This is an optimization exercise on Yosys and OpenROAD, whose aim is small area, not a production implementation. RTL that was checked went through simulation tests only; none was proved equivalent to the original. Power is estimated from default activity; no workload was simulated.

## jt34070
module jt34070(
    input            rst,
    input            clk,
    input            cen,
    output reg       cen2d,      
    input            mode,
    input            dataen,
    input            dump,       
    output reg       xat,
    input      [3:0] din_a,      
    input      [3:0] din_b,      
    output reg [3:0] red,
    output reg [3:0] green,
    output reg [3:0] blue
);
Size in the first run: roughly 500 cells after synthesis, ~250 flip-flops, ~9100 µm² of cells after synthesis.
Settings: LEC_CHECK=0, CAP_MARGIN=20, CORE_MARGIN=2, CORE_UTILIZATION=70, CTS_BUF_LIST=sky130_fd_sc_hd__clkbuf_8, CTS_CLUSTER_DIAMETER=50, CTS_CLUSTER_SIZE=20, SLEW_MARGIN=20, SYNTH_HIERARCHICAL=1; clock period 5.0 ns.
run.sh (not shown) runs the stock make flow with config.mk's settings and CLKGATE_MAP_FILE= SYNTH_SCRIPT=/design/flow/synth_recipe.tcl, a recipe that flattens the netlist after the stock synthesis.
Then changed:
CAP_MARGIN = 0   (was 20)
CORE_UTILIZATION = 80   (was 70)
GPL_TIMING_DRIVEN = 0   (was default)
SLEW_MARGIN = 0   (was 20)
Final area drops by 1.2%.
Setup slack got worse by 0.91 ns.
Area after synthesis is unchanged.
Non-clock buffer count came out lower by 13.
Total power goes down by 0.74%.
Worst hold slack improved by 0.029 ns.
First-iteration DRC count rose by 53%.
Then changed:
CAP_MARGIN = 20   (was 0)
CORE_UTILIZATION = 70   (was 80)
SLEW_MARGIN = 20   (was 0)
- sequential share of layout area went down by 0.78 points
- sequential power is about the same
- setup slack improved by 0.78 ns
- power went up by 2.6%
Then changed:
==> flow/flow/run.sh (new file) <==
#!/bin/bash
set -euo pipefail
export BUFFER_PORTS_ARGS="-buffer_cell sky130_fd_sc_hd__buf_1"
export CTS_ARGS="-sink_clustering_enable -repair_clock_nets -sink_clustering_size 20 -sink_clustering_max_diameter 50 -buf_list sky130_fd_sc_hd__clkbuf_8 -dont_use_dummy_load"
bash standard.sh finish > make_finish.log 2>&1
==> flow/standard.sh (new file) <==
#!/bin/bash
# synth_recipe.tcl (not shown) runs the flow's synth.tcl, then flattens the netlist and writes it again
# the make line also repeats each setting of config.mk as NAME=value (left out here)
make -C /OpenROAD-flow-scripts/flow DESIGN_CONFIG=/design/flow/config.mk WORK_HOME=/design/flow/orfs CLKGATE_MAP_FILE= SYNTH_SCRIPT=/design/flow/synth_recipe.tcl "${@:-finish}"
removed: flow/run.sh
Result: The new run went through all stages and came out clean. Sequential share of layout area rose by 1.9 points. First-iteration DRC count fell by 4.7%. Clock power fell by about 10%. Global-route usage rose by 0.85 points. Utilization fell by 1.9 points. Setup slack gets worse by 0.051 ns. Wire length rose by 2.6%. Register-to-register slack gets worse by 0.05 ns.

* * *

## run A
jt34070, a different RTL version from the one above (not shown whole).
Size: ~250 flip-flops, ~28 I/O pins, ~8800 um^2 of cells after synthesis.
Settings: LEC_CHECK=0, CAP_MARGIN=20, CORE_MARGIN=2, CORE_UTILIZATION=80, CTS_BUF_LIST=sky130_fd_sc_hd__clkbuf_8, CTS_CLUSTER_DIAMETER=50, CTS_CLUSTER_SIZE=20, GPL_TIMING_DRIVEN=0, SLEW_MARGIN=20, SYNTH_HIERARCHICAL=1; clock period 5.0 ns.
standard.sh (not shown) runs the stock make flow with config.mk's settings and CLKGATE_MAP_FILE= SYNTH_SCRIPT=/design/flow/synth_recipe.tcl, a recipe that flattens the netlist after the stock synthesis.
==> flow/flow/run.sh <==
#!/bin/bash
set -euo pipefail
export BUFFER_PORTS_ARGS="-buffer_cell sky130_fd_sc_hd__buf_1"
export CTS_ARGS="-sink_clustering_enable -repair_clock_nets -sink_clustering_size 20 -sink_clustering_max_diameter 50 -buf_list sky130_fd_sc_hd__clkbuf_8 -dont_use_dummy_load"
RES=orfs/results/${FLOW_PLATFORM}/jt34070/base
bash standard.sh synth > make_synth.log 2>&1
cp $RES/1_2_yosys.v $RES/1_2_yosys.orig.v
python3 flow/downsize.py ${FLOW_HOME}/platforms/${FLOW_PLATFORM}/lib/sky130_fd_sc_hd__tt_025C_1v80.lib $RES/1_2_yosys.v > downsize.log 2>&1
touch $RES/1_2_yosys.v
bash standard.sh finish > make_finish.log 2>&1
==> flow/flow/downsize.py <==
#!/usr/bin/env python3
"""Swap each combinational cell of a synthesized netlist for the smallest-area
cell of the same family (same function and pins, other drive strength).
Registers and clock cells are left as synthesis made them.
usage: downsize.py LIBERTY NETLIST"""
import re
import sys

lib_path, net_path = sys.argv[1], sys.argv[2]
lib = open(lib_path).read()
cells = {}
for m in re.finditer(r'\n\s*cell\s*\(\s*"?(\w+)"?\s*\)\s*\{', lib):
    name = m.group(1)
    end = lib.find('\n    cell (', m.end())
    body = lib[m.end():end if end > 0 else len(lib)]
    area = float(re.search(r'area\s*:\s*([\d.]+)', body).group(1))
    pins = tuple(sorted(set(re.findall(r'\bpin\s*\(\s*"?(\w+)"?\s*\)', body))))
    seq = ' ff ' in body or 'ff (' in body or 'latch (' in body or 'statetable' in body
    cells[name] = (area, pins, seq)

keep = re.compile(r'__(clk|dly|tap|fill|decap|conb|probe|lpflow|diode|mux2i)')
fam = {}
for name, (area, pins, seq) in cells.items():
    m = re.match(r'(sky130_fd_sc_hd__\w+?)_(\d+)$', name)
    if m and not seq and not keep.search(name):
        fam.setdefault((m.group(1), pins), []).append((area, name))

def best(name):
    if name not in cells:
        return name
    area, pins, seq = cells[name]
    m = re.match(r'(sky130_fd_sc_hd__\w+?)_(\d+)$', name)
    if seq or not m or keep.search(name):
        return name
    cands = fam.get((m.group(1), pins), [])
    a, n = min(cands, default=(area, name))
    return n if a < area else name

net = open(net_path).read()
count = 0
def sub(m):
    global count
    new = best(m.group(2))
    if new != m.group(2):
        count += 1
    return m.group(1) + new + m.group(3)
net = re.sub(r'(^\s*)(sky130_fd_sc_hd__\w+)(\s)', sub, net, flags=re.M)
open(net_path, 'w').write(net)
print(f"downsized {count} cells")
Run A went all the way through synthesis, placement and routing and the layout is clean on timing, DRC and antenna.
Setup changes, run A to run B
diff --git a/flow/flow/run.sh b/flow/flow/run.sh
--- a/flow/flow/run.sh
+++ b/flow/flow/run.sh
@@ -4 +4 @@
-export CTS_ARGS="-sink_clustering_enable -repair_clock_nets -sink_clustering_size 20 -sink_clustering_max_diameter 50 -buf_list sky130_fd_sc_hd__clkbuf_8 -dont_use_dummy_load"
+export CTS_ARGS="-sink_clustering_enable -repair_clock_nets -sink_clustering_size 20 -sink_clustering_max_diameter 50 -buf_list sky130_fd_sc_hd__clkbuf_8 -root_buf sky130_fd_sc_hd__clkbuf_4 -tree_buf sky130_fd_sc_hd__clkbuf_4 -dont_use_dummy_load"
## What came out
Compared with run A, in run B share of total power in the clock network moved down; total routing resource utilization after global routing level; total chip power moved down; switching share of power moved up. Relative contribution of sequential cells to total power (run B over run A): increase, 0.7 points. Comparing run B against run A, there is no change at all in number of standard cells in the layout, taps in and fillers out.
Relative to run B, the following input files were edited for run C:
diff --git a/flow/flow/run.sh b/flow/flow/run.sh
--- a/flow/flow/run.sh
+++ b/flow/flow/run.sh
@@ -4 +4 @@
-export CTS_ARGS="-sink_clustering_enable -repair_clock_nets -sink_clustering_size 20 -sink_clustering_max_diameter 50 -buf_list sky130_fd_sc_hd__clkbuf_8 -root_buf sky130_fd_sc_hd__clkbuf_4 -tree_buf sky130_fd_sc_hd__clkbuf_4 -dont_use_dummy_load"
+export CTS_ARGS="-sink_clustering_enable -repair_clock_nets -sink_clustering_size 22 -sink_clustering_max_diameter 40 -buf_list sky130_fd_sc_hd__clkbuf_8 -dont_use_dummy_load"
[summary]
Sort run C and run B by count of plain and timing-repair buffers, ascending, and run B comes first.
Looking only at sequential share of layout area, and setting everything else aside, the lower value of run C and run B goes to run C.
The faster design of the two is run B; run C tops out lower.
Run C does worse than run B on via count.
Diff run B -> run C: clock latency on the worst-skew pair went down, overall power of the completed layout went up, global-route usage went up, number of global-route vias before repair went up.
Here is what was changed in the inputs of run D compared with run C.
diff --git a/flow/flow/run.sh b/flow/flow/run.sh
--- a/flow/flow/run.sh
+++ b/flow/flow/run.sh
@@ -4 +4 @@
-export CTS_ARGS="-sink_clustering_enable -repair_clock_nets -sink_clustering_size 22 -sink_clustering_max_diameter 40 -buf_list sky130_fd_sc_hd__clkbuf_8 -dont_use_dummy_load"
+export CTS_ARGS="-sink_clustering_enable -repair_clock_nets -sink_clustering_size 20 -sink_clustering_max_diameter 70 -buf_list sky130_fd_sc_hd__clkbuf_8 -root_buf sky130_fd_sc_hd__clkbuf_4 -tree_buf sky130_fd_sc_hd__clkbuf_4 -dont_use_dummy_load"
Results
From run C to run D, biggest fanout along the worst timing path did not move at all. Compared to run C, run D has global-route usage 0.73 points lower. Run D has fraction of area in multi-input gates above what run C had. In the reports for run D and run C, the larger setup slack belongs to run D. NOTE via count of the first global-routing pass run C->run D decreased slightly. Compared run D vs run C, and top achievable clock speed is up in run D. Run D finished every step from synthesis to the final layout, and the layout passed the timing, design-rule and antenna checks. Looking at end point of the critical path, the pal[146]$_DFF_P_ result is from run C; the pal[131]$_DFF_P_ one comes from run D. In run D the arrival time of the worst setup path turned out 0.13 ns lower than in run C.
Function was not checked in any run of this note: the RTL went through the layout flow alone.

* * *

jt34070, a different RTL version from the one above (not shown whole).
For scale: about 250 flip-flops, about 28 I/O pins, roughly 8800 um^2 of cells after synthesis.
Settings: LEC_CHECK=0, CAP_MARGIN=20, CORE_MARGIN=2, CORE_UTILIZATION=80, CTS_BUF_LIST=sky130_fd_sc_hd__clkbuf_8, CTS_CLUSTER_DIAMETER=50, CTS_CLUSTER_SIZE=20, GPL_TIMING_DRIVEN=0, SLEW_MARGIN=20, SYNTH_HIERARCHICAL=1; clock period 5.0 ns.
==> flow/flow/run.sh <==
#!/bin/bash
set -euo pipefail
export BUFFER_PORTS_ARGS="-buffer_cell sky130_fd_sc_hd__buf_1"
export CTS_ARGS="-sink_clustering_enable -repair_clock_nets -sink_clustering_size 20 -sink_clustering_max_diameter 50 -buf_list sky130_fd_sc_hd__clkbuf_8 -root_buf sky130_fd_sc_hd__clkbuf_4 -tree_buf sky130_fd_sc_hd__clkbuf_4 -dont_use_dummy_load"
RES=orfs/results/${FLOW_PLATFORM}/jt34070/base
bash standard.sh synth > make_synth.log 2>&1
cp $RES/1_2_yosys.v $RES/1_2_yosys.orig.v
python3 flow/downsize.py ${FLOW_HOME}/platforms/${FLOW_PLATFORM}/lib/sky130_fd_sc_hd__tt_025C_1v80.lib $RES/1_2_yosys.v > downsize.log 2>&1
touch $RES/1_2_yosys.v
bash standard.sh finish > make_finish.log 2>&1
Scripts as last shown in full above: flow/flow/downsize.py
==> next run, changes <==
==> flow/flow/run.sh (replaced) <==
#!/bin/bash
set -euo pipefail
export BUFFER_PORTS_ARGS="-buffer_cell sky130_fd_sc_hd__buf_1"
export CTS_ARGS="-sink_clustering_enable -repair_clock_nets -sink_clustering_size 20 -sink_clustering_max_diameter 50 -buf_list {sky130_fd_sc_hd__clkbuf_4 sky130_fd_sc_hd__clkbuf_8} -root_buf sky130_fd_sc_hd__clkbuf_4 -tree_buf sky130_fd_sc_hd__clkbuf_4 -dont_use_dummy_load"
RES=orfs/results/${FLOW_PLATFORM}/jt34070/base
bash standard.sh synth > make_synth.log 2>&1
cp $RES/1_2_yosys.v $RES/1_2_yosys.orig.v
python3 flow/downsize.py ${FLOW_HOME}/platforms/${FLOW_PLATFORM}/lib/sky130_fd_sc_hd__tt_025C_1v80.lib $RES/1_2_yosys.v > downsize.log 2>&1
touch $RES/1_2_yosys.v
bash standard.sh finish > make_finish.log 2>&1
Outcome:
- setup slack is unchanged
- maximum frequency does not change
- worst hold slack does not change
- via count is unchanged
- area after synthesis does not change
- count of clock-buffer cells in the layout does not change

* * *

Another version of the RTL of jt34070 (not shown whole).
Size in the first run: ~250 flip-flops.
Settings: LEC_CHECK=0, CAP_MARGIN=20, CORE_MARGIN=2, CORE_UTILIZATION=88, CTS_BUF_LIST=sky130_fd_sc_hd__clkbuf_8, CTS_CLUSTER_DIAMETER=50, CTS_CLUSTER_SIZE=20, GPL_TIMING_DRIVEN=0, SLEW_MARGIN=20, SYNTH_HIERARCHICAL=1; clock period 5.0 ns.
==> flow/flow/run.sh <==
#!/bin/bash
set -euo pipefail
export BUFFER_PORTS_ARGS="-buffer_cell sky130_fd_sc_hd__buf_1"
export CTS_ARGS="-sink_clustering_enable -repair_clock_nets -sink_clustering_size 20 -sink_clustering_max_diameter 50 -buf_list sky130_fd_sc_hd__clkbuf_8 -root_buf sky130_fd_sc_hd__clkbuf_4 -tree_buf sky130_fd_sc_hd__clkbuf_4 -dont_use_dummy_load"
RES=orfs/results/${FLOW_PLATFORM}/jt34070/base
bash standard.sh synth > make_synth.log 2>&1
cp $RES/1_2_yosys.v $RES/1_2_yosys.orig.v
python3 flow/downsize.py ${FLOW_HOME}/platforms/${FLOW_PLATFORM}/lib/sky130_fd_sc_hd__tt_025C_1v80.lib $RES/1_2_yosys.v > downsize.log 2>&1
touch $RES/1_2_yosys.v
bash standard.sh finish > make_finish.log 2>&1
Scripts as last shown in full above: flow/flow/downsize.py
The baseline died in global placement without I/O.
Change:
CORE_UTILIZATION = 80   (was 88)
What happened:
- This time the run ran to the end with no violations
- synthesized area stays the same
- synthesized cell count does not change

* * *

## the previous run
The RTL this note starts from:
==> flow/design.v <==
module jt34070_aoi222(
    input  a0, b0, a1, b1, a2, b2,
    output y
);
assign y = ~((a0 & b0) | (a1 & b1) | (a2 & b2));
endmodule
module jt34070_aoi31(
    input  a, b, c, rst,
    output y
);
assign y = ~((a & b & c) | rst);
endmodule
module jt34070_nor2(
    input  a, b,
    output y
);
assign y = ~(a | b);
endmodule
module jt34070_nand2(
    input  a, b,
    output y
);
assign y = ~(a & b);
endmodule
module jt34070_gate(
    input  a, rst,
    output y
);
assign y = a & ~rst;
endmodule
module jt34070_rdout(
    input  [5:0] n,
    input        g,
    output       y
);
assign y = g & ~&n;
endmodule
module jt34070(
    input            rst,
    input            clk,
    input            cen,
    output reg       cen2d,      
    input            mode,
    input            dataen,
    input            dump,       
    output reg       xat,
    input      [3:0] din_a,      
    input      [3:0] din_b,      
    output reg [3:0] red,
    output reg [3:0] green,
    output reg [3:0] blue
);
reg  [13:0] pal[0:15];
reg  [ 4:0] rdcnt;
reg  [ 7:0] dlatch;
reg         rdokl, phase;
wire        rdok, wr;
wire [ 7:0] wdata;           
wire [ 5:0] wdath;           
wire [31:0] wen;
wire [ 3:0] wlo_n;           
wire [ 7:0] whi_n;
wire [ 3:0] amux, amux_n;
wire [ 3:0] plo_n, phi_n;    
wire [15:0] asel;
wire [13:0] rd_d;            
wire        g, e12;
wire        col_en, xat_en, dl_en;
wire [ 4:0] cnt_nx;
assign rdok  = !mode && !dataen;
assign wr    = cen & rdok;
genvar gi, gj;
generate
    for( gi=0; gi<8; gi=gi+1 ) begin : wdl
        jt34070_gate u( .a( gi<4 ? din_b[gi%4] : din_a[gi%4] ), .rst(rst), .y(wdata[gi]) );
    end
    for( gi=0; gi<6; gi=gi+1 ) begin : wdh
        jt34070_gate u( .a( gi<4 ? din_b[gi%4] : din_a[gi-3] ), .rst(rst), .y(wdath[gi]) );
    end
endgenerate
generate
    for( gi=0; gi<4; gi=gi+1 ) begin : wlo
        jt34070_aoi31 u( .a(wr), .b(rdcnt[0]==gi[0]), .c(rdcnt[1]==gi[1]),
            .rst(rst), .y(wlo_n[gi]) );
    end
    for( gi=0; gi<8; gi=gi+1 ) begin : whi
        jt34070_aoi31 u( .a(rdcnt[2]==gi[0]), .b(rdcnt[3]==gi[1]), .c(rdcnt[4]==gi[2]),
            .rst(rst), .y(whi_n[gi]) );
    end
    for( gi=0; gi<32; gi=gi+1 ) begin : wdec
        jt34070_nor2 u( .a(wlo_n[gi%4]), .b(whi_n[gi/4]), .y(wen[gi]) );
    end
endgenerate
assign amux   = phase ? dlatch[7:4] : dlatch[3:0];
assign amux_n = ~amux;
generate
    for( gi=0; gi<4; gi=gi+1 ) begin : rpre
        jt34070_nand2 ulo( .a(gi[0] ? amux[0] : amux_n[0]), .b(gi[1] ? amux[1] : amux_n[1]),
            .y(plo_n[gi]) );
        jt34070_nand2 uhi( .a(gi[0] ? amux[2] : amux_n[2]), .b(gi[1] ? amux[3] : amux_n[3]),
            .y(phi_n[gi]) );
    end
    for( gi=0; gi<16; gi=gi+1 ) begin : rdec
        jt34070_nor2 u( .a(plo_n[gi%4]), .b(phi_n[gi/4]), .y(asel[gi]) );
    end
endgenerate
assign g = dataen & ~rst;
generate
    for( gi=0; gi<14; gi=gi+1 ) begin : rd_bit
        wire [5:0] n;  
        for( gj=0; gj<5; gj=gj+1 ) begin : rd_grp
            jt34070_aoi222 u_aoi(
                .a0( asel[3*gj  ] ), .b0( pal[3*gj  ][gi] ),
                .a1( asel[3*gj+1] ), .b1( pal[3*gj+1][gi] ),
                .a2( asel[3*gj+2] ), .b2( pal[3*gj+2][gi] ),
                .y ( n[gj] )
            );
        end
        jt34070_nand2 u_last( .a(asel[15]), .b(pal[15][gi]), .y(n[5]) );
        if( gi==12 ) begin : rep
            assign e12 = ~&n;
        end
        jt34070_rdout u_out( .n(n), .g(g), .y(rd_d[gi]) );
    end
endgenerate
assign col_en = rst | ( cen & ~(dataen & e12) );
assign xat_en = rst | ( cen & dataen );
assign dl_en  = rst | ( cen & phase );
assign cnt_nx = rdokl ? rdcnt+5'd1 : 5'd1;
always @(posedge clk) begin : pal_wr
    integer k;
    for( k=0; k<16; k=k+1 ) begin
        if( wen[2*k] )   pal[k][13:8] <= wdath;
        if( wen[2*k+1] ) pal[k][ 7:0] <= wdata;
    end
end
always @(posedge clk) begin
    cen2d <= ~phase & cen;
    if( col_en ) { red, green, blue } <= rd_d[11:0];
    if( xat_en ) xat <= rd_d[13];
    if( dl_en  ) dlatch <= wdata;
end
always @(posedge clk) begin
    if( rst ) begin
        rdcnt <= 0;
        rdokl <= 0;
        phase <= 0;
    end else if(cen) begin
        rdokl <= rdok;
        phase <= ~phase;
        if( rdok ) rdcnt <= cnt_nx;
    end
end
endmodule
Settings: LEC_CHECK=0, CAP_MARGIN=0, CORE_MARGIN=2, CORE_UTILIZATION=80, CTS_BUF_LIST=sky130_fd_sc_hd__clkbuf_8, CTS_CLUSTER_DIAMETER=50, CTS_CLUSTER_SIZE=20, GPL_TIMING_DRIVEN=0, SLEW_MARGIN=0, SYNTH_HIERARCHICAL=1; clock period 5.0 ns.
==> flow/flow/run.sh <==
#!/bin/bash
set -euo pipefail
export BUFFER_PORTS_ARGS="-buffer_cell sky130_fd_sc_hd__buf_1"
export CTS_ARGS="-sink_clustering_enable -repair_clock_nets -sink_clustering_size 20 -sink_clustering_max_diameter 50 -buf_list sky130_fd_sc_hd__clkbuf_8 -dont_use_dummy_load"
bash standard.sh finish > make_finish.log 2>&1
### the previous run -> the current run
--- a/flow/flow/run.sh
+++ b/flow/flow/run.sh
@@ -4,2 +4,7 @@
 export CTS_ARGS="-sink_clustering_enable -repair_clock_nets -sink_clustering_size 20 -sink_clustering_max_diameter 50 -buf_list sky130_fd_sc_hd__clkbuf_8 -dont_use_dummy_load"
+RES=orfs/results/${FLOW_PLATFORM}/jt34070/base
+bash standard.sh synth > make_synth.log 2>&1
+cp $RES/1_2_yosys.v $RES/1_2_yosys.orig.v
+python3 flow/downsize.py ${FLOW_HOME}/platforms/${FLOW_PLATFORM}/lib/sky130_fd_sc_hd__tt_025C_1v80.lib $RES/1_2_yosys.v > downsize.log 2>&1
+touch $RES/1_2_yosys.v
 bash standard.sh finish > make_finish.log 2>&1
==> flow/flow/downsize.py (new file) <==
#!/usr/bin/env python3
"""Swap each combinational cell of a synthesized netlist for the smallest-area
cell of the same family (same function and pins, other drive strength).
Registers and clock cells are left as synthesis made them.
usage: downsize.py LIBERTY NETLIST"""
import re
import sys

lib_path, net_path = sys.argv[1], sys.argv[2]
lib = open(lib_path).read()
cells = {}
for m in re.finditer(r'\n\s*cell\s*\(\s*"?(\w+)"?\s*\)\s*\{', lib):
    name = m.group(1)
    end = lib.find('\n    cell (', m.end())
    body = lib[m.end():end if end > 0 else len(lib)]
    area = float(re.search(r'area\s*:\s*([\d.]+)', body).group(1))
    pins = tuple(sorted(set(re.findall(r'\bpin\s*\(\s*"?(\w+)"?\s*\)', body))))
    seq = ' ff ' in body or 'ff (' in body or 'latch (' in body or 'statetable' in body
    cells[name] = (area, pins, seq)

keep = re.compile(r'__(clk|dly|tap|fill|decap|conb|probe|lpflow|diode|mux2i)')
fam = {}
for name, (area, pins, seq) in cells.items():
    m = re.match(r'(sky130_fd_sc_hd__\w+?)_(\d+)$', name)
    if m and not seq and not keep.search(name):
        fam.setdefault((m.group(1), pins), []).append((area, name))

def best(name):
    if name not in cells:
        return name
    area, pins, seq = cells[name]
    m = re.match(r'(sky130_fd_sc_hd__\w+?)_(\d+)$', name)
    if seq or not m or keep.search(name):
        return name
    cands = fam.get((m.group(1), pins), [])
    a, n = min(cands, default=(area, name))
    return n if a < area else name

net = open(net_path).read()
count = 0
def sub(m):
    global count
    new = best(m.group(2))
    if new != m.group(2):
        count += 1
    return m.group(1) + new + m.group(3)
net = re.sub(r'(^\s*)(sky130_fd_sc_hd__\w+)(\s)', sub, net, flags=re.M)
open(net_path, 'w').write(net)
print(f"downsized {count} cells")
[summary]
The current run gives more worst hold margin than the previous run did.
The higher TritonCTS buffer count of the previous run and the current run is in the current run.
Comparing the previous run and the current run, the lower power share of the combinational group is on the current run.
From the previous run to the current run the numbers moved as follows: worst clock skew on the final layout held, utilization of the core after routing held, count of clock-net buffers in the final layout went up 1.
Proportion of cell area occupied by multi-input gates: the current run vs the previous run down 0.86 points
Post-layout minimum cycle time, the previous run and the current run: smaller value in the current run
Via count in the current run is about 1.5% below the previous run.
In the current run, the first-pass GRT wire length came out 3.0% below the value in the previous run.

## afterwards: timing with drivers on the ports
Ports are ideal in the flow. The routed layouts listed here were re-timed in OpenROAD.
Step 1 assumes that a clkbuf_16 drives the clock port and a buf_2 every other input.
Step 2, shift: input delay + t, output delay - t, t = (earliest + latest rising clock arrival at the registers) / 2. This alone moves slack from input paths to output paths.
a / b / c = no drivers / after step 1 / after step 2; a / b = the first two.
run	shift t [ns]	setup slack, ns	worst setup path at the end	slew at the worst register clock pin (ns)	worst slew at a driven data input, ns
the first run of note 1	0.522	1.629 / 1.641 / 1.119	input to register	0.12 / 0.12	0.03
the second run of note 1	0.544	0.716 / 0.716 / 0.716	register to register	0.12 / 0.12	0.04
the third run of note 1	0.533	1.498 / 1.498 / 1.070	input to register	0.11 / 0.11	0.04
the fourth run of note 1	0.520	1.447 / 1.447 / 1.381	input to register	0.12 / 0.12	0.03
run A	0.533	0.788 / 0.802 / 0.269	input to register	0.12 / 0.12	0.03
run B	0.633	0.893 / 0.906 / 0.272	input to register	0.12 / 0.12	0.03
run C	0.570	0.797 / 0.811 / 0.241	input to register	0.10 / 0.10	0.03
run D	0.633	1.023 / 1.037 / 0.404	input to register	0.12 / 0.12	0.03
the first run of note 3	0.645	1.231 / 1.251 / 0.606	input to register	0.12 / 0.12	0.04
the second run of note 3	0.645	1.231 / 1.251 / 0.606	input to register	0.12 / 0.12	0.04
the second run of note 4	0.638	1.004 / 1.019 / 0.381	input to register	0.12 / 0.12	0.03
the previous run	0.538	1.047 / 1.047 / 1.047	register to register	0.12 / 0.12	0.04
the current run	0.516	1.063 / 1.063 / 0.825	input to register	0.12 / 0.12	0.03
After both steps setup and hold are still met in every run listed.
